This design comes from an exercise in tuning for small area, a short achievable clock period and few clock cycles per item on the open sky130 flow, not from production work. Only simulation tests tie the RTL to the original design; equivalence was not proved.

**design.v**
```verilog
module SIMON_function
#(	parameter N = 32		)
 (	input logic [N-1:0] in,
	output logic [N-1:0] out	);
always_comb
begin
	out = ({in[N-2:0], in[N-1]} & {in[N-9:0], in[N-1:N-8]}) ^ {in[N-3:0], in[N-1:N-2]};
end
endmodule
module SIMON_round
#(	parameter N = 32		)
 (	input logic [2*N-1:0] block,
	input logic [N-1:0] key,
	output logic [2*N-1:0] out	);
logic [N-1:0] f;
SIMON_function #(N) func(.in(block[2*N-1:N]), .out(f));
always_comb
begin
	out[N-1:0] = block[2*N-1:N];
	out[2*N-1:N] = block[N-1:0] ^ key ^ f;
end
endmodule
module SIMON_keyexpansion
#(	parameter N = 32		)
 (	input logic [N-1:0] far, k1, k3,
	input logic zb,
	output logic [N-1:0] out		);
logic [N-1:0] t;
always_comb
begin
	t = {k1[2:0], k1[N-1:3]} ^ k3;
	t = t ^ {t[0], t[N-1:1]};
	out = ~far ^ t ^ {{(N-1){1'b0}}, zb} ^ 'd3;
end
endmodule
module SIMON_control
#(	parameter N = 32	)
 (	input logic clk, nR,
	input logic newData, newKey,
	input logic enc_dec, readData,
	input logic [2*N-1:0] plain,
	input logic [4*N-1:0] key,
	output logic ldData, ldKey,
	output logic doneData, doneKey,
	output logic [2*N-1:0] cipher	);
localparam logic [61:0] z = 62'b11110000101100111001010001001000000111101001100011010111011011;
localparam int LAST = 21;
logic run;		 
logic [4:0] cnt;	 
logic last;		 
logic par;		 
logic ks1, ks2;	 
logic act;		 
logic pend;		 
logic kvalid;	 
logic enc;		 
logic [2*N-1:0] P;
logic [3:0][N-1:0] A, B;
logic goKey, goData, start;
logic run_n, last_n, par_n, ks1_n, ks2_n, act_n, pend_n, kvalid_n;
logic doneKey_n, doneData_n;
logic [4:0] cnt_n;
assign goKey = newKey && ldKey;
assign goData = newData && ldData;
logic [2:0][2*N-1:0] r;
logic [1:0][N-1:0] rk;
assign rk[0] = enc ? A[2] : B[3];
assign rk[1] = enc ? A[3] : B[2];
assign r[0] = P;
genvar g;
generate
	for(g=0; g<2; g++)
	begin : rounds
		SIMON_round #(N) rd(.block(r[g]), .key(rk[g]), .out(r[g+1]));
	end
endgenerate
logic [5:0][N-1:0] af, bb;
logic [1:0] za, zbk;
function automatic logic zc(input int i);
	zc = (i >= 0 && i < 62) ? z[i] : 1'b0;
endfunction
always_comb
	for(int i=0; i<2; i++)
	begin
		za[i] = zc(2*cnt - 2 + i);
		zbk[i] = ks1 ? 1'b0 : zc(39 - 2*cnt - i);
	end
assign af[3:0] = A;
assign bb[5:2] = B;
generate
	for(g=0; g<2; g++)
	begin : ksteps
		SIMON_keyexpansion #(N) kf(.far(af[g]), .k1(af[g+3]), .k3(af[g+1]), .zb(za[g]), .out(af[g+4]));
		SIMON_keyexpansion #(N) kb(.far(bb[5-g]), .k1(bb[4-g]), .k3(bb[2-g]), .zb(zbk[g]), .out(bb[1-g]));
	end
endgenerate
always_comb
begin
	run_n = run;
	cnt_n = cnt;
	par_n = par;
	ks1_n = 1'b0;
	ks2_n = 1'b0;
	act_n = act;
	pend_n = pend;
	kvalid_n = kvalid;
	doneKey_n = doneKey || goKey;
	doneData_n = doneData && !readData;
	start = 1'b0;		 
	if(run)
	begin
		cnt_n = cnt + 5'd1;
		if(last)
		begin
			run_n = 1'b0;
			par_n = 1'b0;
			kvalid_n = 1'b1;
			act_n = 1'b0;
			if(act)	doneData_n = 1'b1;
			start = 1'b1;
		end
	end
	else if(ks1)	ks2_n = 1'b1;
	else if(ks2)
	begin
		par_n = 1'b0;
		start = 1'b1;
	end
	else
	begin
		par_n = !par;
		start = par;
	end
	if(goKey)
	begin
		kvalid_n = 1'b0;
		ks1_n = 1'b1;
		start = 1'b0;
	end
	if(goData)	pend_n = 1'b1;
	if(start && pend_n)
	begin
		run_n = 1'b1;
		cnt_n = 'b0;
		act_n = (goData ? enc_dec : enc) || kvalid_n;
		pend_n = !act_n;
	end
	last_n = run_n && (cnt_n == LAST);
end
always_ff @(posedge clk, negedge nR)
begin
	if(~nR)
	begin
		run <= 1'b0;
		cnt <= 'b0;
		last <= 1'b0;
		par <= 1'b0;
		ks1 <= 1'b0;
		ks2 <= 1'b0;
		act <= 1'b0;
		pend <= 1'b0;
		kvalid <= 1'b0;
		enc <= 1'b0;
		doneKey <= 1'b0;
		doneData <= 1'b0;
		ldKey <= 1'b0;
		ldData <= 1'b0;
	end
	else
	begin
		run <= run_n;
		cnt <= cnt_n;
		last <= last_n;
		par <= par_n;
		ks1 <= ks1_n;
		ks2 <= ks2_n;
		act <= act_n;
		pend <= pend_n;
		kvalid <= kvalid_n;
		doneKey <= doneKey_n;
		doneData <= doneData_n;
		ldKey <= !pend_n && !ks1_n && !ks2_n && (!run_n || last_n);
		ldData <= doneKey_n && !doneData_n && !pend_n && !run_n && !ks1_n && (ks2_n || par_n);
		if(goData)	enc <= enc_dec;
	end
end
always_ff @(posedge clk)
begin
	if(goData)	P <= enc_dec ? plain : {plain[N-1:0], plain[2*N-1:N]};
	else if(run && act)	P <= (last && !enc) ? {r[2][N-1:0], r[2][2*N-1:N]} : r[2];
end
assign cipher = P;
always_ff @(posedge clk)
begin
	if(goKey)	B <= key;
	else if(run && !last)
	begin
		if(kvalid)	B <= {B[1:0], bb[1:0]};
	end
	else if(ks1)	B <= {B[1:0], bb[1:0]};
	else if(!ks2)	B <= A;
end
always_ff @(posedge clk)
begin
	if(run && !last)	A <= af[5:2];
	else	A <= B;
end
endmodule
module SIMON_64128
#(	parameter N = 32,
	parameter M = 4		)
 (	input logic clk, nR,
	input logic newData, newKey,
	input logic enc_dec, readData,
	input logic [2*N-1:0] plain,
	input logic [M-1:0][N-1:0] key,
	output logic ldData, ldKey,
	output logic doneData, doneKey,
	output logic [2*N-1:0] cipher	);
SIMON_control #(N) control(.*);
endmodule
```
**run.sh**
```bash
#!/bin/bash
# synth_recipe.tcl (not shown) runs the flow's synth.tcl, then flattens the netlist and writes it again
# the make line also repeats each setting of config.mk as NAME=value (left out here)
make -C /OpenROAD-flow-scripts/flow DESIGN_CONFIG=/design/flow/config.mk WORK_HOME=/design/flow/orfs CLKGATE_MAP_FILE= SYNTH_SCRIPT=/design/flow/synth_recipe.tcl finish
```
**config.mk**
```make
export PLATFORM = sky130hd
export DESIGN_NAME = SIMON_64128
export DESIGN_NICKNAME = SIMON_64128
export VERILOG_FILES = /design/flow/design.v
export SDC_FILE = /design/flow/constraint.sdc
export NUM_CORES = 4
export LEC_CHECK = 0
export CAP_MARGIN = 20
export CORE_MARGIN = 2
export CORE_UTILIZATION = 60
export SETUP_SLACK_MARGIN = 3.6
export SLEW_MARGIN = 20
```
**constraint.sdc**
```tcl
create_clock -name core_clock -period 6.0 [get_ports {clk}]
set_input_delay 1.2000 -clock core_clock [delete_from_list [all_inputs] [get_ports {clk}]]
set_output_delay 1.2000 -clock core_clock [all_outputs]
set_load 0.01 [all_outputs]
```
==> metrics.md, run 1 <==
| Metric | Value |
|---|---|
| Status | timing/DRC/antenna clean |
| Diode count | 0 |
| Fin crit share | 0.429 |
| Total Routing Usage GR | 0.393 |
| Finished layout cell area | 29,200 µm² |
| CTS H-Tree Depth | 2 |
| Synthesized Nets | ~2,700 |
| Post-synth EDFFs | approximately 190 |
| Vias in the first global route | about 19,000 |
| Fmax | 389 MHz |
| Unrepaired setup endpoints after global routing | true |
| CTS buffer count | 38 |
| Crit path time final | between 2000 and 3000 ps |
| DR iter-0 viols | roughly 2,700 |
| CTS sink count | about 340 |
| Placement Setup Slack | ~2200 ps |
| Final Hold Fails | 0 |
| Layout cell share with drive strength beyond 1 | 0.196 |
| Post-route clock skew | ~24 ps |
| Routed Antenna Nets | 0 |
| Crit path cell chain | buf_16 -> mux2i_2 -> xnor3_2 -> xnor2_1 -> xnor2_2 -> nor2_1 -> nor3_1 -> a21oi_1 |
| CP arrival | 2840 ps |
| Vias after detailed routing | 20,400 |
| # IOs | approximately 270 |
| Ranking of synthesized cells by area | edfxtp_1 (26%), xnor2_1 (13%), dfxtp_1 (12%) |
| # DRC | 0 |
| Dpl cells | around 3,100 |
| Critical-path top delay cell | dfrtp_4 |
| Final Non-Filler Cells | between 3,000 and 4,000 |
| Synthesized cell area | 22,200 µm² |
| Yosys reg bits | roughly 340 |
| Avg Inst Size Synth | about 9 µm² |
| Routed wire per std cell | 23.5 µm |
| TritonRoute pass-1 iters | 7 |
| Max Slew Vio Count | 0 |
| Most common cell in the synthesized netlist | nand2_1 |
| Die area | between 30,000 and 40,000 µm² |
| Post-route setup slack | ~3400 ps |
| Top_reg_cell synth | edfxtp_1 |
| Ys Warns | 4 |
| Max Buffers Root-to-Sink | 3 |
| Largest net degree at the start of global routing | approximately 100 |
| Setup CP Type | reg2reg |
| Die Y | between 150 and 200 µm |
| Synth cell count leaders | nand2_1 (528), nor2_1 (330), xnor2_1 (329) |
| Initial antenna violation count | 0 |
| Crit path largest cell delay | 520 ps |
| Grt ovf | 0 |
| Total wire length | 78,800 µm |
| Syn Inst Count | 2,491 |
| IO Port Bufs | approximately 270 |
| Slew headroom | 0.254 |
| FILL cells | between 2,000 and 2,500 |
| Num rows | 70 |
| Max cap viols | 0 |
| Sum Neg Setup Slack | 0 ps |
| CTS tree | yes |
| Post-Place Cell Area | ~25,000 µm² |
| Hold Crit Class | reg2reg |
| Sequential area share after synthesis | 0.396 |
| Global-route wire length before repair | 114,000 µm |
| CP Launch Type | flop |
| # nets final | approximately 3,000 |
| Post-synth ARST share | 0.0533 |
| Critical path capture point type | flop |
| Finish-stage setup viols | 0 |
| Post-synth cell types | 54 |
| Synth-to-layout area growth | 31.8% |
| Critical Path Fanout Max | 12 |
| HPWL after detailed placement | around 50,000 µm |
| Clk slew on worst S/H paths | around 60 ps |
| Post-synth top area share | 0.260 |
| Root Buffer | clkbuf_16 |
| Top cell type by total area after synthesis | edfxtp_1 |
| Required time worst endpoint | 6260 ps |
| Final hold slack | approximately 490 ps |
| Worst-Margin Slew | around 1100 ps |
| Initial core utilization | 0.607 |
| Vias per Instance | between 6 and 7 |
| Core box area | between 30,000 and 40,000 µm² |
| Die Width | approximately 200 µm |
| Routability Congestion | around 0.96 |
| Latest clock arrival within the worst-skew pair | 560 ps |
routing by layer:
| layer | GRT usage | routed length (µm) | vias up |
|---|---|---|---|
| li1 | - | - | 9081 |
| met1 | 0.534 | 29800 | 9579 |
| met2 | 0.622 | 35400 | 1489 |
| met3 | 0.0774 | 9850 | 247 |
| met4 | 0.160 | 3800 | 0 |
| met5 | 0 | 0 | - |
metrics by stage:
step,utilization
global route,0.800
finish,0.800
floorplan,-
CTS,0.777
global placement,0.687
detailed placement,0.687
final cells by class:
| type | instances | area [µm²] | area share |
|---|---|---|---|
| flip-flops and latches | 338 | 8800 | 0.301 |
| multi-input cells | 2005 | 14400 | 0.492 |
| inverters | 8 | 50.0 | 0.00171 |
| clock buffers | 57 | 1140 | 0.0389 |
| well taps | 468 | 586 | 0.0200 |
| clock inverters | 13 | 83.8 | 0.00287 |
| repair buffers | 459 | 4180 | 0.143 |
critical path: cells and delay by family (launching register included):
kind	cells	cell delay [ps]
AO/OA/AOI/OAI	1	60
XOR/XNOR	3	870
multiplexers	1	280
AND/OR/NAND/NOR	2	330
buffers and inverters	1	210
flip-flops	1	520
timing repair:
item | in CTS | in global routing
resized for setup | 399 | 150
pin swaps | 67 | 41
gates cloned | 15 | 1
setup buffers | 135 | 38
setup endpoints to repair | 546 | 189
hold endpoints to repair | 0 | 0
hold buffers | 0 | 0
cells by family (layout without fill, tap and decap cells):
kind of cell / Yosys count / after routing / synth area share
and+or+nand+nor: 1022 / 1032 / 0.184
DFF: 338 / 338 / 0.396
xor gates and xnor gates: 540 / 540 / 0.253
adders and majority gates: 7 / 7 / 0.00384
AOI/OAI and AO/OA: 291 / 292 / 0.0743
muxes: 134 / 134 / 0.0606
buffers and inverters: 159 / 537 / 0.0274
registers in the layout, summed over array words and instances, names as in the netlist, 5 cells and up:
| signal | count |
|---|---|
| control.A | 128 |
| control.P | 64 |
| control.cnt | 5 |
| control.B | 128 |
placed cells by master, fill, tap and decap left out, drive strengths merged, types with 3 or more instances in the layout:
cell type,netlist,final
a31oi,67,67
or2,4,4
clkdlybuf4s15,0,11
clkinv,1,12
nand2,528,530
and2,4,6
a21oi,112,112
nor3,125,125
nor2b,4,5
or3,3,3
dfrtp,18,18
nand2b,10,15
o21ai,81,81
xnor3,52,52
clkdlybuf4s50,0,194
xor3,10,10
nor3b,4,4
o221ai,3,3
o211ai,6,6
clkinvlp,0,3
edfxtp,192,192
mux2i,133,133
buf,22,232
o22ai,4,4
a22oi,4,4
nor2,330,330
inv,7,6
xor2,148,148
nand3,8,8
dfxtp,128,128
clkbuf,129,77
xnor2,330,330
ha,6,6
path summary, 6_finish.rpt:
check                                   start  depth (start not counted)  slack (ps)              end
worst min register to register  control.A[71]                          2         490     control.A[7]
max in group asynchronous                  nR                          1        4290      control.run
worst max register to register    control.enc                          8        3430    control.P[37]
worst min-delay path            control.A[71]                          2         490     control.A[7]
min in group asynchronous                  nR                          1        1110  control.doneKey
worst max-delay path              control.enc                          8        3430    control.P[37]
Testbench counts, summed over its fixed seeds: cycles 11,866, blocks 480.
==> inputs of run 2 (changes only) <==
--- a/config.mk
+++ b/config.mk
@@ -7,6 +7,6 @@
 export LEC_CHECK = 0
 export CAP_MARGIN = 20
 export CORE_MARGIN = 2
-export CORE_UTILIZATION = 60
+export CORE_UTILIZATION = 40
 export SETUP_SLACK_MARGIN = 3.6
 export SLEW_MARGIN = 20
==> run 2 against run 1 <==
  * Final area rose by 0.91%
  * Synthesized cell count is the same
  * Routed wire length increased by 3.0%
  * Register-to-register slack gained 50 ps
  * Still clean on timing, DRC and antenna
  * Non-clock buffer count increased by 3
  * Clock-buffer cell count up 4
  * Setup slack gained 46 ps
  * Sequential share of layout area down 0.26 points
==> metrics.md, run 2 <==
| Metric | Value |
|---|---|
| Slew headroom | 0.342 (+0.0872) |
| Top sig layer | met4 |
| Setup CP Type | reg2reg |
| Max cap viols | 0 (unchanged) |
| Worst hold endpoint | control.A[50] |
| Routed Antenna Nets | 0 (unchanged) |
| Post-Place Cell Area | 25,500 µm² (+1.4%) |
| FILL cells | 4,936 (+110%) |
| Crit path cell chain | buf_8 -> buf_16 -> mux2i_4 -> xnor3_2 -> xnor2_2 -> xnor2_1 -> nor2_1 -> nor3_1 -> a21oi_1 |
| Most common cell in the synthesized netlist | nand2_1 |
| Sequential area share after synthesis | 0.396 (unchanged) |
| Fin crit share | 0.421 (-0.00775) |
| Most common cell after layout, fill and taps aside | nand2_1 |
| Vias per Instance | 5.43 (-11%) |
| Initial antenna violation count | 0 (unchanged) |
| Final Core Density | 0.536 (-0.264) |
| Top cell type by total area after synthesis | edfxtp_1 |
| Global-route wire length before repair | 118,000 µm (+3.2%) |
| Post-Synth Simple-Gate Area | 0.184 (unchanged) |
| Area of the multi-input gates | 14,100 µm² (-1.7%) |
| Critical path capture point type | flop |
| Yosys reg bits | 338 (unchanged) |
| Syn Inst Count | 2,491 (unchanged) |
| Hold Crit Class | reg2reg |
| Final Hold Fails | 0 (unchanged) |
| Unrepaired setup endpoints after global routing | true |
| HPWL after detailed placement | 53,300 µm (+9.1%) |
| Vias after detailed routing | 19,700 (-3.3%) |
| Most frequent cells in the layout | nand2_1 (526), nor2_1 (312), xnor2_1 (283), clkdlybuf4s50_1 (195), edfxtp_1 (192) |
| Largest family of logic cells by synthesized area | XOR/XNOR gates |
| Xor-xnor portion of the synthesized cell area | 0.253 (unchanged) |
| CP Launch Type | flop |
| Vias in the first global route | 18,500 (-3.2%) |
| Biggest regs | control.A (128), control.B (128), control.P (64) |
| DR iter-0 viols | 2,025 (-24%) |
| Post-route clock skew | 19.3 ps (-4.75 ps) |
| Die Y | 239 µm (+22%) |
| Synthesized Nets | 2,695 (unchanged) |
| Adder-Cell Fraction of Synth Area | 0.00384 (unchanged) |
| Finished layout cell area | 29,500 µm² (+0.91%) |
| Grt ovf | 0 (unchanged) |
| Worst path bufs/invs | 2 (+1) |
| Met2 wire length | 35,800 µm (+1.2%) |
| RR Endpoint | control.P[2] |
| Post-synth cell types | 54 (unchanged) |
| Compound-Gate Fraction of Synth Area | 0.0743 (unchanged) |
| Max Buffers Root-to-Sink | 3 (unchanged) |
| TritonRoute pass-1 iters | 5 (-2) |
| Reg2Reg Depth | 9 (+1) |
| Diode count | 0 (unchanged) |
| Clk slew on worst S/H paths | 60 ps (about the same) |
| Sequential Area | 8800 µm² (about the same) |
| Hold-fix buffers, CTS | 0 (unchanged) |
| Die area | 57,300 µm² (+49%) |
| # IOs | 266 (unchanged) |
| Detail Route met3 WL | 8740 µm (-11%) |
| Finish-stage setup viols | 0 (unchanged) |
| Flop2flop setup slack | 3470 ps (+50 ps) |
| IO Port Bufs | 265 (unchanged) |
| Initial core utilization | 0.403 (-0.204) |
| # nets final | 3,056 (+0.065%) |
| CTS sink count | 338 (unchanged) |
| Largest net degree at the start of global routing | 95 (-6.9%) |
| Worst-Margin Slew | 988 ps (-126 ps) |
| Total wire length | 81,200 µm (+3.0%) |
| Top_reg_cell synth | edfxtp_1 |
| Required time worst endpoint | 6290 ps (+30 ps) |
| Crit path time final | 2530 ps (-46.5 ps) |
| Post-synth top area share | 0.260 (unchanged) |
| Ys Warns | 4 (unchanged) |
| Crit-path leading delay family | XOR/XNOR gates |
| CTS tree | yes |
| Layout cell share with drive strength beyond 1 | 0.190 (-0.00617) |
| Num rows | 86 (+23%) |
| CTS buffer count | 40 (+5.3%) |
| CTS H-Tree Depth | 2 (unchanged) |
| # DRC | 0 (unchanged) |
| Ranking of synthesized cells by area | edfxtp_1 (26%), xnor2_1 (13%), dfxtp_1 (12%) |
| Max Slew Vio Count | 0 (unchanged) |
| Metal-1 WL | 33,300 µm (+12%) |
| R2R Path Start | control.enc |
| Multiplexer share of the synthesized area | 0.0606 (unchanged) |
| Status | timing/DRC/antenna clean |
| Synth cell count leaders | nand2_1 (528), nor2_1 (330), xnor2_1 (329) |
| Critical Path Start | control.enc |
| Sum Neg Setup Slack | 0 ps (unchanged) |
| Synth-to-layout area growth | 33.0% |
| Routability Congestion | 0.892 (-6.7%) |
| Critical Path Fanout Max | 7 (-5) |
| Post-synth ARST share | 0.0533 (unchanged) |
| Routed wire per std cell | 22.3 µm (-5.0%) |
| CP arrival | 2810 ps (-30 ps) |
| Final hold slack | 509 ps (+20.6 ps) |
| Latest clock arrival within the worst-skew pair | 580 ps (+20 ps) |
| Total Routing Usage GR | 0.276 (-0.118) |
| Root Buffer | clkbuf_16 |
| Crit path largest cell delay | 460 ps (-60 ps) |
| Fmax | 396 MHz (+1.8%) |
| Synthesized cell area | 22,200 µm² (unchanged) |
| Die Width | 239 µm (+22%) |
| Post-synth EDFFs | 192 (unchanged) |
| Hold Crit Start | control.A[114] |
| Core box area | 55,000 µm² (+51%) |
| Hold path depth | 2 (unchanged) |
| Critical-path top delay cell | dfrtp_4 |
| Avg Inst Size Synth | 8.90 µm² (unchanged) |
==> run 2: cell types whose count changed in the layout (fill, tap and decap cells not counted), moves of 4 or more <==
| cell | delta |
|---|---|
| buf_2 | +24 |
| clkbuf_2 | -18 |
| xnor2_1 | +15 |
| xnor2_2 | -13 |
| clkdlybuf4s15_1 | -10 |
| nor3_1 | +8 |
| nor3_2 | -8 |
| buf_4 | +4 |
| clkbuf_8 | +4 |
| nor2_1 | +4 |
==> run 2: worst max path at each step <==
| stage | end | slack (ps) | cells past startpoint |
|---|---|---|---|
| finish | control.P[2] | 3470 | 9 |
| detailed placement | control.B[0] | 2140 | 8 |
| CTS | cipher[51] | 3490 | 1 |
| global placement | control.B[0] | 2110 | 8 |
| global route | control.P[21] | 3440 | 8 |
| floorplan | control.B[0] | 2550 | 5 |
==> run 2: cell type report <==
| type | instances | share of cell area |
|---|---|---|
| Sequential cell | 338 | 0.299 |
| Tap cell | 748 | 0.0317 |
| Inverter | 8 | 0.00174 |
| Timing Repair Buffer | 462 | 0.144 |
| Clock buffer | 61 | 0.0411 |
| Clock inverter | 13 | 0.00306 |
| Multi-Input combinational cell | 2002 | 0.480 |
==> run 2: worst min-delay path, cell delays in order (launching register included) <==
cell and delay [ps]:
dfxtp_1 350, nand2_1 70, nand2_1 40
==> run 2: cells by family after synthesis <==
logic type                 after synthesis
and+or+nand+nor                       1022
xor gates and xnor gates               540
DFF                                    338
AOI/OAI and AO/OA                      291
buffers and inverters                  159
muxes                                  134
adders and majority gates                7
==> run 2: repair_timing <==
| item | in CTS | in global routing |
|---|---|---|
| pin swaps | 23 | 35 |
| setup endpoints to repair | 559 | 159 |
| gates resized for setup | 432 | 127 |
| buffers inserted | 127 | 47 |
| gates cloned | 13 | 1 |
| hold endpoints to repair | 0 | 0 |
==> run 2: metrics by stage <==
step	cells	worst slack, ps
floorplan	2491	2550
global placement	3370	2110
detailed placement	3370	2140
CTS	3584	3490
global route	3632	3440
finish	3632	3470
==> run 2: metal layers <==
| metal | up-vias | track usage |
|---|---|---|
| li1 | 9081 | - |
| met1 | 9343 | 0.381 |
| met2 | 1132 | 0.421 |
| met3 | 167 | 0.0625 |
| met4 | 0 | 0.104 |
| met5 | - | 0 |
==> inputs of run 3 (changes only) <==
==> flow/run.sh (new file) <==
#!/bin/bash
# The standard layout (standard.sh, unchanged synthesis and steps), except that
# the port buffers placement inserts on every input and output are plain
# buffers (buf_2) instead of the delay cells buffer_ports picks by default;
# timing repair may still resize them.
set -euo pipefail
export BUFFER_PORTS_ARGS="-buffer_cell sky130_fd_sc_hd__buf_2"
bash standard.sh > standard.log 2>&1
==> standard.sh (new file) <==
#!/bin/bash
# synth_recipe.tcl (not shown) runs the flow's synth.tcl, then flattens the netlist and writes it again
# the make line also repeats each setting of config.mk as NAME=value (left out here)
make -C /OpenROAD-flow-scripts/flow DESIGN_CONFIG=/design/flow/config.mk WORK_HOME=/design/flow/orfs CLKGATE_MAP_FILE= SYNTH_SCRIPT=/design/flow/synth_recipe.tcl "${@:-finish}"
removed: run.sh
==> run 3 against run 2 <==
  * Still clean
  * Worst hold slack gained 3.2 ps
  * First-iteration DRC count rose by 20%
  * Flip-flop and latch count is the same
  * Fmax decreased by 1.1%
  * Highest routed layer unchanged
==> metrics.md, run 3 <==
| Metric | Value |
|---|---|
| Max Slew Vio Count | 0 (unchanged) |
| CTS buffer count | 41 (+2.5%) |
| Most common cell in the synthesized netlist | nand2_1 |
| Finish-stage setup viols | 0 (unchanged) |
| Required time worst endpoint | 6310 ps (+20 ps) |
| Final Non-Filler Cells | 3,628 (-0.11%) |
| Critical Path Fanout Max | 3 (-4) |
| Routability Congestion | 0.928 (+4.0%) |
| Post-route clock skew | 18.9 ps (-0.360 ps) |
| Post-synth EDFFs | 192 (unchanged) |
| Initial antenna violation count | 0 (unchanged) |
| Total wire length | 81,000 µm (-0.15%) |
| CTS sink count | 338 (unchanged) |
| Final Hold Fails | 0 (unchanged) |
| Ys Warns | 4 (unchanged) |
| Final Core Density | 0.518 (-0.0184) |
| Vias per Instance | 5.43 (about the same) |
| Diode count | 0 (unchanged) |
| Top cell type by total area after synthesis | edfxtp_1 |
| Routed Antenna Nets | 0 (unchanged) |
| Post-synth top area share | 0.260 (unchanged) |
| Die Width | 239 µm (unchanged) |
| DR iter-0 viols | 2,439 (+20%) |
| Post-Place Cell Area | 24,100 µm² (-5.2%) |
| CP Launch Type | flop |
| Num rows | 86 (unchanged) |
| Top_reg_cell synth | edfxtp_1 |
| Synth-to-layout area growth | 28.4% |
| Unrepaired setup endpoints after global routing | true |
| Sequential area share after synthesis | 0.396 (unchanged) |
| Layout cell share with drive strength beyond 1 | 0.265 (+0.0749) |
| Max cap viols | 0 (unchanged) |
| Slew headroom | 0.278 (-0.0637) |
| Worst-Margin Slew | 1080 ps (+95.5 ps) |
| # DRC | 0 (unchanged) |
| Post-synth ARST share | 0.0533 (unchanged) |
| Vias in the first global route | 18,400 (-0.71%) |
| # nets final | 3,051 (-0.16%) |
| Status | timing/DRC/antenna clean |
| Biggest regs | control.A (128), control.B (128), control.P (64) |
| Largest net degree at the start of global routing | 101 (+6.3%) |
| Routed wire per std cell | 22.3 µm (about the same) |
| CTS H-Tree Depth | 2 (unchanged) |
| Post-synth cell types | 54 (unchanged) |
| Avg Inst Size Synth | 8.90 µm² (unchanged) |
| Ranking of synthesized cells by area | edfxtp_1 (26%), xnor2_1 (13%), dfxtp_1 (12%) |
| Synth cell count leaders | nand2_1 (528), nor2_1 (330), xnor2_1 (329) |
| Most frequent cells in the layout | nand2_1 (527), nor2_1 (307), xnor2_1 (268), buf_2 (260), edfxtp_1 (192) |
| Total Routing Usage GR | 0.271 (-0.00496) |
| Hold Crit Class | reg2reg |
| CP arrival | 2870 ps (+60 ps) |
| Yosys reg bits | 338 (unchanged) |
| Global-route wire length before repair | 116,000 µm (-1.4%) |
| Root Buffer | clkbuf_16 |
| Synthesized cell area | 22,200 µm² (unchanged) |
| Most common cell after layout, fill and taps aside | nand2_1 |
| IO Port Bufs | 265 (unchanged) |
| TritonRoute pass-1 iters | 6 (+1) |
| Crit path time final | 2550 ps (+27.4 ps) |
| Finished layout cell area | 28,500 µm² (-3.4%) |
| Latest clock arrival within the worst-skew pair | 590 ps (about the same) |
| Vias after detailed routing | 19,700 (-0.17%) |
| Sum Neg Setup Slack | 0 ps (unchanged) |
| Fmax | 392 MHz (-1.1%) |
| Die Y | 239 µm (unchanged) |
| Core box area | 55,000 µm² (unchanged) |
| Fin crit share | 0.426 (+0.00456) |
| Synthesized Nets | 2,695 (unchanged) |
| Dpl cells | 3,370 (unchanged) |
| HPWL after detailed placement | 54,500 µm (+2.2%) |
| Syn Inst Count | 2,491 (unchanged) |
| Clk slew on worst S/H paths | 60 ps (about the same) |
| Max Buffers Root-to-Sink | 3 (unchanged) |
| Grt ovf | 0 (unchanged) |
| # IOs | 266 (unchanged) |
| Die area | 57,300 µm² (unchanged) |
| CTS tree | yes |
| Critical path capture point type | flop |
| Setup CP Type | reg2reg |
| Initial core utilization | 0.403 (unchanged) |
run 3: cell counts after synthesis:
No cell type changed its count.
run 3: worst max-delay path, cell delays in order (launching register included):
cell      delay (ps)
edfxtp_1         470
xnor2_2          190
buf_4            150
xnor2_2          140
xnor2_2          200
xnor3_2          420
xor2_2           200
nor3b_2          170
or3_1            360
run 3: layout make-up:
| type | instances | area, µm² |
|---|---|---|
| inverters | 8 | 41.3 |
| clock buffers | 64 | 1180 |
| fillers | 4984 | 26500 |
| multi-input cells | 1999 | 14300 |
| repair buffers | 459 | 3150 |
| well taps | 748 | 936 |
| clock inverters | 12 | 81.3 |
| flip-flops and latches | 338 | 8800 |
run 3: kinds of logic after synthesis:
| kind of cell | synth area share |
|---|---|
| AND/OR/NAND/NOR | 0.184 |
| XOR/XNOR | 0.253 |
| flip-flops | 0.396 |
| AO/OA/AOI/OAI | 0.0743 |
| buffers and inverters | 0.0274 |
| multiplexers | 0.0606 |
| adder cells (fa/ha/maj) | 0.00384 |
run 3: worst paths after layout:
path | from | end | slack, ps | depth (start not counted)
setup / recovery | control.B[68] | control.B[0] | 3450 | 8
hold / removal | control.A[114] | control.A[50] | 510 | 2
setup reg to reg | control.B[68] | control.B[0] | 3450 | 8
hold reg to reg | control.A[114] | control.A[50] | 510 | 2
max in group asynchronous | nR | control.cnt[0] | 5080 | 1
min in group asynchronous | nR | control.doneKey | 570 | 1
run 3: through the flow:
stage,hold slack (ps),setup WS (ps)
after detailed placement,477,2560
after global placement,474,2590
final,512,3450
after CTS,511,3470
after global routing,543,3390
after floorplan,455,2550
run 3: what timing repair did:
action,CTS,global route
pin swaps,32,75
setup buffers,104,69
setup endpoints to repair,465,227
endpoints found under the hold margin,0,0
gates resized for setup,164,148
hold buffers,0,0
gates cloned,6,3
run 3: routing by layer:
metal,up-vias,GRT usage,part of all wire,routed length (µm)
li1,9064,-,-,-
met2,1101,0.423,0.45,36300
met3,122,0.0532,0.11,8610
met1,9403,0.384,0.42,34100
met4,0,0.0674,0.025,2040
met5,-,0,0,0
==> inputs of run 4 (changes only) <==
--- a/design.v
+++ b/design.v
@@ -181,12 +181,12 @@
 		doneData <= doneData_n;
 		ldKey <= !pend_n && !ks1_n && !ks2_n && (!run_n || last_n);
 		ldData <= doneKey_n && !doneData_n && !pend_n && !run_n && !ks1_n && (ks2_n || par_n);
-		if(goData)	enc <= enc_dec;
+		if(ldData)	enc <= enc_dec;
 	end
 end
 always_ff @(posedge clk)
 begin
-	if(goData)	P <= enc_dec ? plain : {plain[N-1:0], plain[2*N-1:N]};
+	if(ldData)	P <= enc_dec ? plain : {plain[N-1:0], plain[2*N-1:N]};
 	else if(run && act)	P <= (last && !enc) ? {r[2][N-1:0], r[2][2*N-1:N]} : r[2];
 end
 assign cipher = P;
--- a/config.mk
+++ b/config.mk
@@ -8,5 +8,7 @@
 export CAP_MARGIN = 20
 export CORE_MARGIN = 2
 export CORE_UTILIZATION = 40
+export CTS_BUF_LIST = sky130_fd_sc_hd__clkbuf_8
+export CTS_CLUSTER_SIZE = 30
 export SETUP_SLACK_MARGIN = 3.6
 export SLEW_MARGIN = 20
==> run 4 against run 3 <==
  * Worst hold slack worse by 38 ps
  * Clock-buffer cell count rose by 10
  * Fmax about the same
  * Final cell count is 1.1% higher
  * Die area fell by 2.2%
  * Sequential share of layout area fell by 0.15 points
  * Synthesized cell count increased by 0.72%
  * Critical path type is now reg2out
==> metrics.md, run 4 <==
| Metric | Value |
|---|---|
| Status | timing/DRC/antenna clean |
| Synthesized Nets | 2,716 (+0.78%) |
| Setup CP Type | reg2out |
| Vias in the first global route | 18,900 (+2.6%) |
| Post-Place Cell Area | 23,500 µm² (-2.5%) |
| # IOs | 266 (unchanged) |
| Post-synth ARST share | 0.0533 (unchanged) |
| Diode count | 0 (unchanged) |
| Routed wire per std cell | 22.8 µm (+2.3%) |
| Avg Inst Size Synth | 8.64 µm² (-2.9%) |
| Top_reg_cell synth | edfxtp_1 |
| # DRC | 0 (unchanged) |
| Fin crit share | 0.425 (about the same) |
| Finish-stage setup viols | 0 (unchanged) |
| Max Buffers Root-to-Sink | 3 (unchanged) |
| Required time worst endpoint | 4800 ps (-1510 ps) |
| Final Hold Fails | 0 (unchanged) |
| CTS buffer count | 59 (+44%) |
| Most common cell in the synthesized netlist | nand2_1 |
| HPWL after detailed placement | 52,800 µm (-3.1%) |
| Fmax | 392 MHz (about the same) |
| Core box area | 53,700 µm² (-2.3%) |
| Die Width | 237 µm (-1.1%) |
| Clk slew on worst S/H paths | 70 ps (about the same) |
| Finished layout cell area | 28,600 µm² (+0.47%) |
| Crit path largest cell delay | 490 ps (+20 ps) |
| Top cell type by total area after synthesis | edfxtp_1 |
| Routed Antenna Nets | 0 (unchanged) |
| Post-synth cell types | 57 (+5.6%) |
| Crit path time final | 2550 ps (-2.17 ps) |
| Latest clock arrival within the worst-skew pair | 680 ps (+90 ps) |
| Largest net degree at the start of global routing | 100 (-0.99%) |
| Vias after detailed routing | 20,400 (+3.6%) |
| Post-route clock skew | 25.3 ps (+6.33 ps) |
| Critical path capture point type | primary output |
| Ranking of synthesized cells by area | edfxtp_1 (27%), xnor2_1 (19%), dfxtp_1 (12%) |
| Initial antenna violation count | 1 (+1) |
| CTS H-Tree Depth | 2 (unchanged) |
| Post-synth EDFFs | 192 (unchanged) |
| Biggest regs | control.A (128), control.B (128), control.P (64) |
| Crit-path leading delay family | flip-flops |
| Hold Crit Class | in2async |
| CP Launch Type | flop |
| Unrepaired setup endpoints after global routing | true |
| Hold-fix buffers, CTS | 0 (unchanged) |
| Layout cell share with drive strength beyond 1 | 0.277 (+0.0124) |
| Critical Path Fanout Max | 2 (-1) |
| Synthesized cell area | 21,700 µm² (-2.2%) |
| Die Y | 237 µm (-1.1%) |
| Vias per Instance | 5.56 (+2.5%) |
| Root Buffer | clkbuf_8 |
| FILL cells | 4,715 (-5.4%) |
| Synth cell count leaders | nand2_1 (559), xnor2_1 (481), nor2_1 (301) |
| Yosys reg bits | 338 (unchanged) |
| Num rows | 85 (-1.2%) |
| DR iter-0 viols | 2,677 (+9.8%) |
| Ys Warns | 4 (unchanged) |
| Sequential area share after synthesis | 0.405 (+0.00901) |
| Most frequent cells in the layout | nand2_1 (556), xnor2_1 (363), nor2_1 (287), buf_2 (256), edfxtp_1 (192) |
| Critical-path top delay cell | edfxtp_1 |
| Crit path cell chain | buf_2 |
| Syn Inst Count | 2,509 (+0.72%) |
| Global-route wire length before repair | 118,000 µm (+1.9%) |
| Die area | 56,100 µm² (-2.2%) |
| Total Routing Usage GR | 0.280 (+0.00948) |
| Slew headroom | 0.284 (+0.00612) |
| Sum Neg Setup Slack | 0 ps (unchanged) |
| CP arrival | 1350 ps (-1520 ps) |
| Synth-to-layout area growth | 32.0% |
| CTS sink count | 338 (unchanged) |
| TritonRoute pass-1 iters | 6 (unchanged) |
| Post-synth top area share | 0.266 (+0.00592) |
| Initial core utilization | 0.404 (+0.000410) |
| CTS tree | yes |
| Worst path bufs/invs | 1 (unchanged) |
| IO Port Bufs | 265 (unchanged) |
| Routability Congestion | 0.868 (-6.4%) |
| Most common cell after layout, fill and taps aside | nand2_1 |
| # nets final | 3,127 (+2.5%) |
| Max Slew Vio Count | 0 (unchanged) |
| Total wire length | 83,800 µm (+3.4%) |
| Grt ovf | 0 (unchanged) |
| Worst-Margin Slew | 1070 ps (-9.18 ps) |
| Max cap viols | 0 (unchanged) |
-- run 4: changes by cell type after synthesis, moves of 5 or more --
| cell | delta |
|---|---|
| nor2_1 | -29 |
| nand2_1 | +31 |
| clkbuf_1 | -9 |
| xor3_1 | -9 |
| xnor3_1 | -48 |
| nand2b_1 | -5 |
| xnor2_1 | +152 |
| o21ai_1 | +65 |
| xor2_1 | -43 |
| o21ai_0 | -12 |
| nor3_1 | -58 |
| buf_1 | -7 |
-- run 4: through the flow --
stage / std cells / hold WS (ps) / worst slack (ps) / utilization
after floorplan: 2509 / 455 / 3520 / -
after global placement: 3345 / 471 / 2560 / 0.438
after detailed placement: 3345 / 485 / 2510 / 0.438
after CTS: 3593 / 445 / 3420 / 0.492
after global routing: 3667 / 486 / 3420 / 0.533
final: 3667 / 474 / 3450 / 0.533
-- run 4: final timing paths --
check	from	end	slack [ps]	depth (start not counted)
max	control.P[51]	cipher[51]	3450	1
min	nR	control.pend	470	1
max reg2reg	control.B[68]	control.B[0]	3520	8
min reg2reg	control.A[71]	control.A[7]	500	2
max in group asynchronous	nR	control.cnt[2]	5170	1
min in group core_clock	control.A[71]	control.A[7]	500	2
-- run 4: final cells by class --
class,count,area [µm²],share of cell area
sequential,338,8800,0.308
clock inverter,38,190,0.00665
clock buffer,74,1020,0.0356
inverter,9,47.5,0.00166
multi-input combinational,2034,14300,0.501
timing repair buffer,478,3350,0.117
tap,696,871,0.0304
-- run 4: cell families after synthesis --
| group | synth area share |
|---|---|
| xor gates and xnor gates | 0.243 |
| AOI/OAI and AO/OA | 0.0857 |
| adders and majority gates | 0.00520 |
| buffers and inverters | 0.0268 |
| muxes | 0.0608 |
| DFF | 0.405 |
| and+or+nand+nor | 0.173 |
-- run 4: timing repair --
| item | CTS | global route |
|---|---|---|
| gates resized for setup | 110 | 241 |
| pin swaps | 18 | 123 |
| gates cloned | 10 | 5 |
| setup buffers | 126 | 69 |
| endpoints found under the setup margin | 503 | 210 |
-- run 4: per-layer routing --
layer  track usage  part of all wire  vias up
li1              -                 -     9199
met1         0.386              0.41     9768
met2         0.427              0.44     1230
met3        0.0648              0.11      202
met4         0.107             0.041        2
met5             0           0.00016        -
Testbench counts of run 4, summed over its fixed seeds: cycles 11,866, blocks 480.
==> inputs of run 5 (changes only) <==
--- a/config.mk
+++ b/config.mk
@@ -8,7 +8,5 @@
 export CAP_MARGIN = 20
 export CORE_MARGIN = 2
 export CORE_UTILIZATION = 40
-export CTS_BUF_LIST = sky130_fd_sc_hd__clkbuf_8
-export CTS_CLUSTER_SIZE = 30
-export SETUP_SLACK_MARGIN = 3.6
+export SETUP_SLACK_MARGIN = 3.3
 export SLEW_MARGIN = 20
==> run 5 against run 4 <==
  * Register-to-register slack got worse by 180 ps
  * Die area is the same
  * Final area decreased by 11%
  * Via count fell by 9.1%
  * Non-clock buffer count is 180 lower
  * Highest routed layer is now met4
  * Global-route usage fell by 2.0 points
  * First-iteration DRC count decreased by 7.7%
  * Core utilization down 5.9 points
  * Final cell count down 6.1%
==> metrics.md, run 5 <==
| Metric | Value |
|---|---|
| Status | timing/DRC/antenna clean |
| CTS tree | yes |
| # DRC | 0 (unchanged) |
| Post-synth EDFFs | 192 (unchanged) |
| Vias after detailed routing | 18,500 (-9.1%) |
| CP Launch Type | flop |
| Total wire length | 74,800 µm (-11%) |
| Post-route clock skew | 21.8 ps (-3.52 ps) |
| Unrepaired setup endpoints after global routing | true |
| Clk slew on worst S/H paths | 60 ps (about the same) |
| CP arrival | 3160 ps (+1810 ps) |
| Fin crit share | 0.444 (+0.0188) |
| Synth cell count leaders | nand2_1 (559), xnor2_1 (481), nor2_1 (301) |
| Avg Inst Size Synth | 8.64 µm² (unchanged) |
| Max cap viols | 0 (unchanged) |
| Largest net degree at the start of global routing | 117 (+17%) |
| Most common cell in the synthesized netlist | nand2_1 |
| Metal-1 WL | 33,900 µm (-0.26%) |
| Global-route wire length before repair | 111,000 µm (-6.4%) |
| Post-synth cell types | 57 (unchanged) |
| Critical-path top delay cell | dfrtp_2 |
| Post-Place Cell Area | 23,500 µm² (about the same) |
| Fmax | 375 MHz (-4.2%) |
| Required time worst endpoint | 6500 ps (+1700 ps) |
| # IOs | 266 (unchanged) |
| Hold-fix buffers, CTS | 0 (unchanged) |
| Crit path time final | 2660 ps (+113 ps) |
| Routability Congestion | 0.900 (+3.6%) |
| Sequential area share after synthesis | 0.405 (unchanged) |
| Worst-Margin Slew | 998 ps (-75.4 ps) |
| Critical path capture point type | flop |
| Die Width | 237 µm (unchanged) |
| Latest clock arrival within the worst-skew pair | 580 ps (-100 ps) |
| Vias per Instance | 5.39 (-3.2%) |
| Most frequent cells in the layout | nand2_1 (556), xnor2_1 (460), nor2_1 (300), buf_2 (264), edfxtp_1 (192) |
| Detail Route met3 WL | 7160 µm (-24%) |
| Hold Crit Class | reg2reg |
| Top sig layer | met4 |
| Max Buffers Root-to-Sink | 3 (unchanged) |
| CP Capture Point | control.A[125] |
| Yosys reg bits | 338 (unchanged) |
| IO Port Bufs | 265 (unchanged) |
| Ranking of synthesized cells by area | edfxtp_1 (27%), xnor2_1 (19%), dfxtp_1 (12%) |
| Synthesized Nets | 2,716 (unchanged) |
| Finish-stage setup viols | 0 (unchanged) |
| Diode count | 0 (unchanged) |
| Critical Path Fanout Max | 6 (+4) |
| CTS buffer count | 40 (-32%) |
| Dpl cells | 3,348 (+0.090%) |
| Syn Inst Count | 2,509 (unchanged) |
| Core box area | 53,700 µm² (unchanged) |
| Routed wire per std cell | 21.7 µm (-4.8%) |
| Reg2Reg Depth | 10 (+2) |
| Final Hold Fails | 0 (unchanged) |
| Total Routing Usage GR | 0.260 (-0.0200) |
| Slew headroom | 0.334 (+0.0503) |
| Grt ovf | 0 (unchanged) |
| Root Buffer | clkbuf_16 |
| Finished layout cell area | 25,400 µm² (-11%) |
| Top_reg_cell synth | edfxtp_1 |
| Crit path cell chain | buf_4 -> nor3_4 -> a21oi_1 -> o311ai_0 -> o211ai_1 -> o2111ai_4 -> xnor2_2 -> buf_4 -> xnor3_1 -> o21ai_1 |
| FILL cells | 5,133 (+8.9%) |
| Ys Warns | 4 (unchanged) |
| Layout cell share with drive strength beyond 1 | 0.158 (-0.119) |
| Biggest regs | control.A (128), control.B (128), control.P (64) |
| TritonRoute pass-1 iters | 7 (+1) |
| # nets final | 2,921 (-6.6%) |
| Num rows | 85 (unchanged) |
| Die area | 56,100 µm² (unchanged) |
| CTS sink count | 338 (unchanged) |
| HPWL after detailed placement | 53,000 µm (+0.32%) |
| R2R Path Start | control.cnt[0] |
| Max Slew Vio Count | 0 (unchanged) |
| Initial core utilization | 0.404 (unchanged) |
| Vias in the first global route | 17,500 (-7.5%) |
| Top cell type by total area after synthesis | edfxtp_1 |
| Routed Antenna Nets | 0 (unchanged) |
| Flop2flop setup slack | 3340 ps (-180 ps) |
| Post-synth ARST share | 0.0533 (unchanged) |
| Critical path's most frequent cell | buf_4 |
| Die Y | 237 µm (unchanged) |
| Most common cell after layout, fill and taps aside | nand2_1 |
| Sum Neg Setup Slack | 0 ps (unchanged) |
| Initial antenna violation count | 0 (-1) |
| Setup CP Type | reg2reg |
| Met2 wire length | 32,200 µm (-13%) |
| Critical Path Start | control.cnt[0] |
| Synthesized cell area | 21,700 µm² (unchanged) |
| Crit path largest cell delay | 440 ps (-50 ps) |
| RR Endpoint | control.A[125] |
| CTS H-Tree Depth | 2 (unchanged) |
| DR iter-0 viols | 2,471 (-7.7%) |
| Hold Crit Start | control.A[66] |
| Synth-to-layout area growth | 17.2% |
| Final Non-Filler Cells | 3,442 (-6.1%) |
| Post-synth top area share | 0.266 (unchanged) |
-- run 5: cell type report --
type,instances,area [µm²],area share
clock buffers,65,1270,0.0499
clock inverters,9,86.3,0.00340
inverters,9,37.5,0.00148
multi-input cells,2027,12700,0.500
flip-flops and latches,338,8790,0.346
well taps,696,871,0.0343
repair buffers,298,1640,0.0644
-- run 5: worst min path at each step --
stage	end	slack (ps)	cells after the start
floorplan	control.A[37]	450	2
global placement	control.A[4]	470	2
detailed placement	control.A[4]	480	2
CTS	control.A[2]	490	2
global route	control.A[1]	520	2
finish	control.A[2]	490	2
-- run 5: worst max-delay path, delay by kind of cell (launching register included) --
kind	cells	cell delay, ps
xor+xnor	2	390
flops	1	440
simple gates	1	330
buf+inv	2	350
compound gates	5	1080
-- run 5: kinds of logic after synthesis --
group | synth area share
mux | 0.0608
buf+inv | 0.0268
compound gates | 0.0857
flops | 0.405
fa+ha+maj | 0.00520
xor+xnor | 0.243
simple gates | 0.173
-- run 5: timing repair --
item,CTS,global route
setup endpoints to repair,328,255
gates resized for setup,27,37
setup buffers,9,8
pin swaps,4,5
gates cloned,3,0
-- run 5: per-stage QoR --
| stage | setup WS, ps | hold slack [ps] | util |
|---|---|---|---|
| 5_1_grt | 3200 | 524 | 0.473 |
| 2_1_floorplan | 3350 | 455 | - |
| 3_5_place_dp | 2330 | 476 | 0.438 |
| 4_1_cts | 3280 | 486 | 0.468 |
| 3_3_place_gp | 2590 | 471 | 0.438 |
| 6_report | 3340 | 489 | 0.473 |
-- run 5: routing by layer --
metal	GRT usage	vias to the layer above
li1	-	8747
met1	0.385	8765
met2	0.390	937
met3	0.0483	88
met4	0.0654	0
met5	0	-
==> inputs of run 6 (changes only) <==
--- a/config.mk
+++ b/config.mk
@@ -8,5 +8,5 @@
 export CAP_MARGIN = 20
 export CORE_MARGIN = 2
 export CORE_UTILIZATION = 40
-export SETUP_SLACK_MARGIN = 3.3
+export SETUP_SLACK_MARGIN = 3.8
 export SLEW_MARGIN = 20
==> run 6 against run 5 <==
  * Non-clock buffer count increased by 297
  * Synthesized area unchanged
  * Synthesized cell count unchanged
  * Critical path type unchanged
  * Setup slack improved by 170 ps
  * Critical endpoint is now control.P[6]
  * Still clean on timing, DRC and antenna
==> metrics.md, run 6 <==
| Metric | Value |
|---|---|
| Status | timing/DRC/antenna clean |
| Die Width | 237 µm (unchanged) |
| Post-synth ARST share | 0.0533 (unchanged) |
| Worst hold endpoint | control.A[1] |
| CTS sink count | 338 (unchanged) |
| Most common cell in the synthesized netlist | nand2_1 |
| Hold Crit Class | reg2reg |
| Num rows | 85 (unchanged) |
| Vias per Instance | 5.49 (+1.9%) |
| Latest clock arrival within the worst-skew pair | 580 ps (about the same) |
| CTS buffer count | 40 (unchanged) |
| Top_reg_cell synth | edfxtp_1 |
| Biggest regs | control.A (128), control.B (128), control.P (64) |
| Sum Neg Setup Slack | 0 ps (unchanged) |
| Crit path time final | 2490 ps (-174 ps) |
| Sequential area share after synthesis | 0.405 (unchanged) |
| Fmax | 402 MHz (+7.0%) |
| R2R Path Start | control.enc |
| Max cap viols | 0 (unchanged) |
| Flop2flop setup slack | 3510 ps (+170 ps) |
| Initial antenna violation count | 2 (+2) |
| CTS tree | yes |
| Hold path depth | 2 (unchanged) |
| Unrepaired setup endpoints after global routing | true |
| Routability Congestion | 0.903 (+0.43%) |
| Routed Antenna Nets | 0 (unchanged) |
| Avg Inst Size Synth | 8.64 µm² (unchanged) |
| TritonRoute pass-1 iters | 6 (-1) |
| Global-route wire length before repair | 120,000 µm (+8.3%) |
| Finished layout cell area | 30,200 µm² (+19%) |
| Final Hold Fails | 0 (unchanged) |
| Vias after detailed routing | 20,600 (+11%) |
| Routed wire per std cell | 22.4 µm (+2.9%) |
| Critical Path Fanout Max | 7 (+1) |
| HPWL after detailed placement | 52,900 µm (-0.10%) |
| Ys Warns | 4 (unchanged) |
| Max Slew Vio Count | 0 (unchanged) |
| Post-synth EDFFs | 192 (unchanged) |
| Synth-to-layout area growth | 39.3% |
| Total wire length | 83,700 µm (+12%) |
| Core box area | 53,700 µm² (unchanged) |
| Worst-Margin Slew | 870 ps (-128 ps) |
| Post-Place Cell Area | 23,600 µm² (+0.36%) |
| Yosys reg bits | 338 (unchanged) |
| Top sig layer | met4 |
| Vias in the first global route | 19,500 (+11%) |
| Finish-stage setup viols | 0 (unchanged) |
| # DRC | 0 (unchanged) |
| Synthesized Nets | 2,716 (unchanged) |
| Final hold slack | 503 ps (+13.1 ps) |
| Required time worst endpoint | 6280 ps (-220 ps) |
| Max Buffers Root-to-Sink | 3 (unchanged) |
| FILL cells | 4,500 (-12%) |
| Initial core utilization | 0.404 (unchanged) |
| # IOs | 266 (unchanged) |
| Slew headroom | 0.420 (+0.0855) |
| Critical Path Start | control.enc |
| DR iter-0 viols | 2,232 (-9.7%) |
| IO Port Bufs | 265 (unchanged) |
| Grt ovf | 0 (unchanged) |
| Hold Crit Start | control.A[65] |
| Synthesized cell area | 21,700 µm² (unchanged) |
| Ranking of synthesized cells by area | edfxtp_1 (27%), xnor2_1 (19%), dfxtp_1 (12%) |
| Top cell type by total area after synthesis | edfxtp_1 |
| Total Routing Usage GR | 0.283 (+0.0224) |
| Metal-1 WL | 34,300 µm (+1.4%) |
| CP Launch Type | flop |
| Layout cell share with drive strength beyond 1 | 0.317 (+0.159) |
| Critical path capture point type | flop |
| Post-synth cell types | 57 (unchanged) |
| Largest net degree at the start of global routing | 94 (-20%) |
| Die Y | 237 µm (unchanged) |
| Fin crit share | 0.415 (-0.0290) |
| Synth cell count leaders | nand2_1 (559), xnor2_1 (481), nor2_1 (301) |
| Post-route clock skew | 22.9 ps (+1.18 ps) |
| Post-synth top area share | 0.266 (unchanged) |
| RR Endpoint | control.P[6] |
| CTS H-Tree Depth | 2 (unchanged) |
| Clk slew on worst S/H paths | 60 ps (about the same) |
| Most common cell after layout, fill and taps aside | nand2_1 |
| Hold-fix buffers, CTS | 0 (unchanged) |
| Reg2Reg Depth | 12 (+2) |
| Root Buffer | clkbuf_16 |
| Setup CP Type | reg2reg |
| Met2 wire length | 37,100 µm (+15%) |
| # nets final | 3,221 (+10%) |
| CP arrival | 2770 ps (-390 ps) |
| Most frequent cells in the layout | nand2_1 (555), xnor2_1 (327), nor2_1 (277), buf_4 (265), buf_2 (253) |
| Die area | 56,100 µm² (unchanged) |
| Detail Route met3 WL | 9120 µm (+27%) |
| Syn Inst Count | 2,509 (unchanged) |
run 6: layer usage:
layer	track usage	vias to the layer above
met3	0.0606	188
met5	0	-
met2	0.433	1287
met4	0.0936	0
li1	-	9363
met1	0.397	9713
run 6: final cells by class:
class                           count  area [µm²]  share of cell area
Multi-Input combinational cell   2030       14800               0.491
Tap cell                          696         871              0.0289
Inverter                            9        52.6             0.00174
Clock inverter                      9        50.0             0.00166
Sequential cell                   338        8800               0.292
Timing Repair Buffer              595        4370               0.145
Antenna cell                        1        2.50           0.0000829
Clock buffer                       65        1220              0.0403
run 6: worst max-delay path by stage:
stage	cells past startpoint	endpoint	slack, ps
global route	12	control.P[38]	3430
finish	12	control.P[6]	3510
CTS	1	cipher[50]	3520
detailed placement	8	control.ldKey	2640
floorplan	4	control.B[0]	3520
global placement	8	control.ldKey	2730
run 6: cell families (layout without fill, tap and decap cells):
logic type               count (synthesis)  after routing  synth area share
XOR/XNOR                               592            592             0.243
multiplexers                           131            131            0.0608
AO/OA/AOI/OAI                          338            338            0.0857
AND/OR/NAND/NOR                        954            960             0.173
adder cells (fa/ha/maj)                  9              9           0.00520
other                                    0              1                 0
buffers and inverters                  147            678            0.0268
flip-flops                             338            338             0.405
run 6: repair_timing:
action | 4_1_cts | 5_1_grt
pin swaps | 133 | 156
endpoints found under the hold margin | 0 | 0
gates cloned | 8 | 0
gates resized for setup | 327 | 134
setup buffers | 226 | 86
endpoints found under the setup margin | 497 | 394
run 6: critical path, stage by stage (launching register included):
cell and delay (ps):
dfrtp_4 520, buf_12 140, buf_6 110, buf_12 140, mux2i_4 290, xnor2_2 160
buf_4 160, buf_4 130, nor2_4 40, xnor2_2 190, nor2_1 60, nor3_1 200
a21oi_1 60
run 6: per-stage QoR:
| stage | utilization | cells | worst slack, ps |
|---|---|---|---|
| final | 0.562 | 3743 | 3510 |
| after global routing | 0.562 | 3742 | 3430 |
| after CTS | 0.534 | 3656 | 3520 |
| after detailed placement | 0.440 | 3348 | 2640 |
| after global placement | 0.440 | 3348 | 2730 |
| after floorplan | - | 2509 | 3520 |
==> inputs of run 7 (changes only) <==
--- a/config.mk
+++ b/config.mk
@@ -8,5 +8,5 @@
 export CAP_MARGIN = 20
 export CORE_MARGIN = 2
 export CORE_UTILIZATION = 40
-export SETUP_SLACK_MARGIN = 3.8
+export SETUP_SLACK_MARGIN = 3.0
 export SLEW_MARGIN = 20
==> run 7 against run 6 <==
  * Global-route usage decreased by 2.8 points
  * Clock-buffer cell count fell by 4
  * Routed wire length decreased by 12%
  * Synthesized cell count did not move
  * Largest cell class unchanged
==> metrics.md, run 7 <==
| Metric | Value |
|---|---|
| Post-Place Cell Area | 23,500 µm² (-0.41%) |
| Grt ovf | 0 (unchanged) |
| Critical-path top delay cell | dfrtp_4 |
| Flop2flop setup slack | 3080 ps (-430 ps) |
| DR iter-0 viols | 2,159 (-3.3%) |
| Critical path's most frequent cell | xnor2_1 |
| Synthesized Nets | 2,716 (unchanged) |
| IO Port Bufs | 265 (unchanged) |
| Max Slew Vio Count | 0 (unchanged) |
| Clk slew on worst S/H paths | 60 ps (about the same) |
| Latest clock arrival within the worst-skew pair | 570 ps (about the same) |
| CTS sink count | 338 (unchanged) |
| Sum Neg Setup Slack | 0 ps (unchanged) |
| Global-route wire length before repair | 109,000 µm (-9.3%) |
| Largest net degree at the start of global routing | 227 (+140%) |
| FILL cells | 5,169 (+15%) |
| Hold Crit Start | control.A[69] |
| Worst-Margin Slew | 1280 ps (+405 ps) |
| Die Y | 237 µm (unchanged) |
| Routed wire per std cell | 21.6 µm (-3.6%) |
| Post-synth EDFFs | 192 (unchanged) |
| Vias per Instance | 5.40 (-1.7%) |
| Post-synth top area share | 0.266 (unchanged) |
| CTS tree | yes |
| # DRC | 0 (unchanged) |
| Critical path capture point type | flop |
| M2 GR Usage | 0.382 (-0.0511) |
| Synth cell count leaders | nand2_1 (559), xnor2_1 (481), nor2_1 (301) |
| Required time worst endpoint | 6300 ps (+20 ps) |
| Avg Inst Size Synth | 8.64 µm² (unchanged) |
| Hold path depth | 2 (unchanged) |
| Initial antenna violation count | 0 (-2) |
| Crit path cell chain | buf_6 -> mux2i_1 -> xnor2_1 -> xnor2_1 -> xnor2_1 -> nor2_1 -> nor3_1 -> a21oi_1 |
| Final hold slack | 490 ps (-12.7 ps) |
| Routability Congestion | 0.875 (-3.2%) |
| R2R Path Start | control.enc |
| CP arrival | 3220 ps (+450 ps) |
| Most frequent cells in the layout | nand2_1 (556), xnor2_1 (469), nor2_1 (300), buf_2 (264), edfxtp_1 (192) |
| Yosys reg bits | 338 (unchanged) |
| Dpl cells | 3,344 (-0.12%) |
| Top cell type by total area after synthesis | edfxtp_1 |
| Num rows | 85 (unchanged) |
| Synthesized cell area | 21,700 µm² (unchanged) |
| Sequential area share after synthesis | 0.405 (unchanged) |
| Total wire length | 73,800 µm (-12%) |
| Max Buffers Root-to-Sink | 3 (unchanged) |
| Worst hold endpoint | control.A[5] |
| Most common cell in the synthesized netlist | nand2_1 |
| Biggest regs | control.A (128), control.B (128), control.P (64) |
| Busiest grt layer | met2 |
| Routed Antenna Nets | 0 (unchanged) |
| Top_reg_cell synth | edfxtp_1 |
| Vias in the first global route | 17,500 (-10%) |
| Layout cell share with drive strength beyond 1 | 0.141 (-0.176) |
| Die Width | 237 µm (unchanged) |
| Finished layout cell area | 25,100 µm² (-17%) |
| Finish-stage setup viols | 0 (unchanged) |
| Final Core Density | 0.467 (-0.0952) |
| Reg2Reg Depth | 8 (-4) |
| Fin crit share | 0.487 (+0.0721) |
| TritonRoute pass-1 iters | 6 (unchanged) |
| Slew headroom | 0.150 (-0.270) |
| Root Buffer | clkbuf_16 |
| Core box area | 53,700 µm² (unchanged) |
| Unrepaired setup endpoints after global routing | true |
| Critical Path Start | control.enc |
| Post-synth cell types | 57 (unchanged) |
| Most common cell after layout, fill and taps aside | nand2_1 |
| Crit path largest cell delay | 740 ps (+220 ps) |
| Syn Inst Count | 2,509 (unchanged) |
| Post-route clock skew | 17.5 ps (-5.43 ps) |
| Crit path time final | 2920 ps (+433 ps) |
| Post-synth ARST share | 0.0533 (unchanged) |
| Status | timing/DRC/antenna clean |
| Global Route met1 Usage | 0.368 (-0.0282) |
| Setup CP Type | reg2reg |
| Diode count | 0 (-1) |
| Critical Path Fanout Max | 27 (+20) |
| Initial core utilization | 0.404 (unchanged) |
| Hold-fix buffers, CTS | 0 (unchanged) |
| CTS buffer count | 40 (unchanged) |
| # nets final | 2,901 (-9.9%) |
| # IOs | 266 (unchanged) |
| Die area | 56,100 µm² (unchanged) |
| Ranking of synthesized cells by area | edfxtp_1 (27%), xnor2_1 (19%), dfxtp_1 (12%) |
| CTS H-Tree Depth | 2 (unchanged) |
| Fmax | 342 MHz (-15%) |
| Ys Warns | 4 (unchanged) |
| Sequential Area | 8800 µm² (about the same) |
| Total Routing Usage GR | 0.255 (-0.0278) |
| CP Launch Type | flop |
| HPWL after detailed placement | 52,400 µm (-0.96%) |
| RR Endpoint | control.P[28] |
| Synth-to-layout area growth | 15.7% |
| Vias after detailed routing | 18,500 (-10%) |
| Met3 GRT Util | 0.0572 (-0.00338) |
| Max cap viols | 0 (unchanged) |
| Final Non-Filler Cells | 3,421 (-8.6%) |
| Final Hold Fails | 0 (unchanged) |
| Area of the multi-input gates | 12,600 µm² (-15%) |
| Hold Crit Class | reg2reg |
==> run 7: area by class of cell <==
class                           count  area share
Multi-Input combinational cell   2027       0.501
Sequential cell                   338       0.351
Timing Repair Buffer              278      0.0585
Clock buffer                       61      0.0480
Tap cell                          696      0.0347
Clock inverter                     12     0.00579
Inverter                            9     0.00135
==> run 7: worst max-delay path by stage <==
stage	to	slack, ps	cells past startpoint
finish	control.P[28]	3080	8
global route	control.P[28]	2960	8
CTS	control.B[49]	2950	6
detailed placement	control.B[46]	2370	4
global placement	control.B[80]	2400	4
floorplan	control.B[0]	3010	4
==> run 7: metrics by stage <==
stage | setup WS [ps]
after floorplan | 3010
after global placement | 2400
after detailed placement | 2370
after CTS | 2950
after global routing | 2960
final | 3080
==> run 7: critical path: cells and delay by family (launching register included) <==
| kind | cells | cell delay, ps |
|---|---|---|
| compound gates | 1 | 50 |
| xor+xnor | 3 | 560 |
| flops | 1 | 740 |
| mux | 1 | 590 |
| buf+inv | 1 | 420 |
| simple gates | 2 | 260 |
==> run 7: logic make-up after synthesis <==
group / after synthesis / synth area share
muxes: 131 / 0.0608
xor gates and xnor gates: 592 / 0.243
buffers and inverters: 147 / 0.0268
AOI/OAI and AO/OA: 338 / 0.0857
DFF: 338 / 0.405
and+or+nand+nor: 954 / 0.173
adders and majority gates: 9 / 0.00520
==> run 7: timing repair <==
item,in CTS,in global routing
setup buffers,1,0
resized for setup,9,19
pin swaps,1,0
cloned,2,1
setup endpoints to repair,252,202
==> run 7: metal layers <==
layer | share of wire | up-vias
li1 | - | 8715
met1 | 0.45 | 8748
met2 | 0.42 | 912
met3 | 0.11 | 90
met4 | 0.024 | 0
met5 | 0 | -

[port drivers added, routing unchanged]
The flow's constraints put no driver on any port. The routed layouts listed below were extracted and timed again, unchanged, in two steps.
Step 1, drivers: a clkbuf_16 drives clk and a buf_2 each remaining input, both assumed.
Step 2, shift: input delay + t, output delay - t, t = (earliest + latest rising clock arrival at the registers) / 2. This alone moves slack from input paths to output paths.
a / b / c = ideal / step 1 / step 2; a / b = the first two.
| run | t, ns | setup slack, ns | hold slack, ns |
|---|---|---|---|
| run 1 | 0.601 | 3.427 / 3.427 / 3.052 | 0.488 / 0.488 / 0.488 |
| run 2 | 0.630 | 3.473 / 3.449 / 2.956 | 0.509 / 0.509 / 0.509 |
| run 3 | 0.633 | 3.446 / 3.446 / 3.058 | 0.512 / 0.512 / 0.512 |
| run 4 | 0.718 | 3.448 / 3.394 / 2.984 | 0.474 / 0.449 / 0.496 |
| run 5 | 0.624 | 3.335 / 3.335 / 2.751 | 0.489 / 0.489 / 0.489 |
| run 6 | 0.625 | 3.509 / 3.463 / 3.132 | 0.503 / 0.503 / 0.503 |
| run 7 | 0.615 | 3.077 / 3.077 / 2.701 | 0.490 / 0.490 / 0.490 |
After both steps every run listed still meets setup and hold. The setup slack of run 5, which loses most, moves by 0.000 ns with the drivers and by -0.584 ns with both steps.
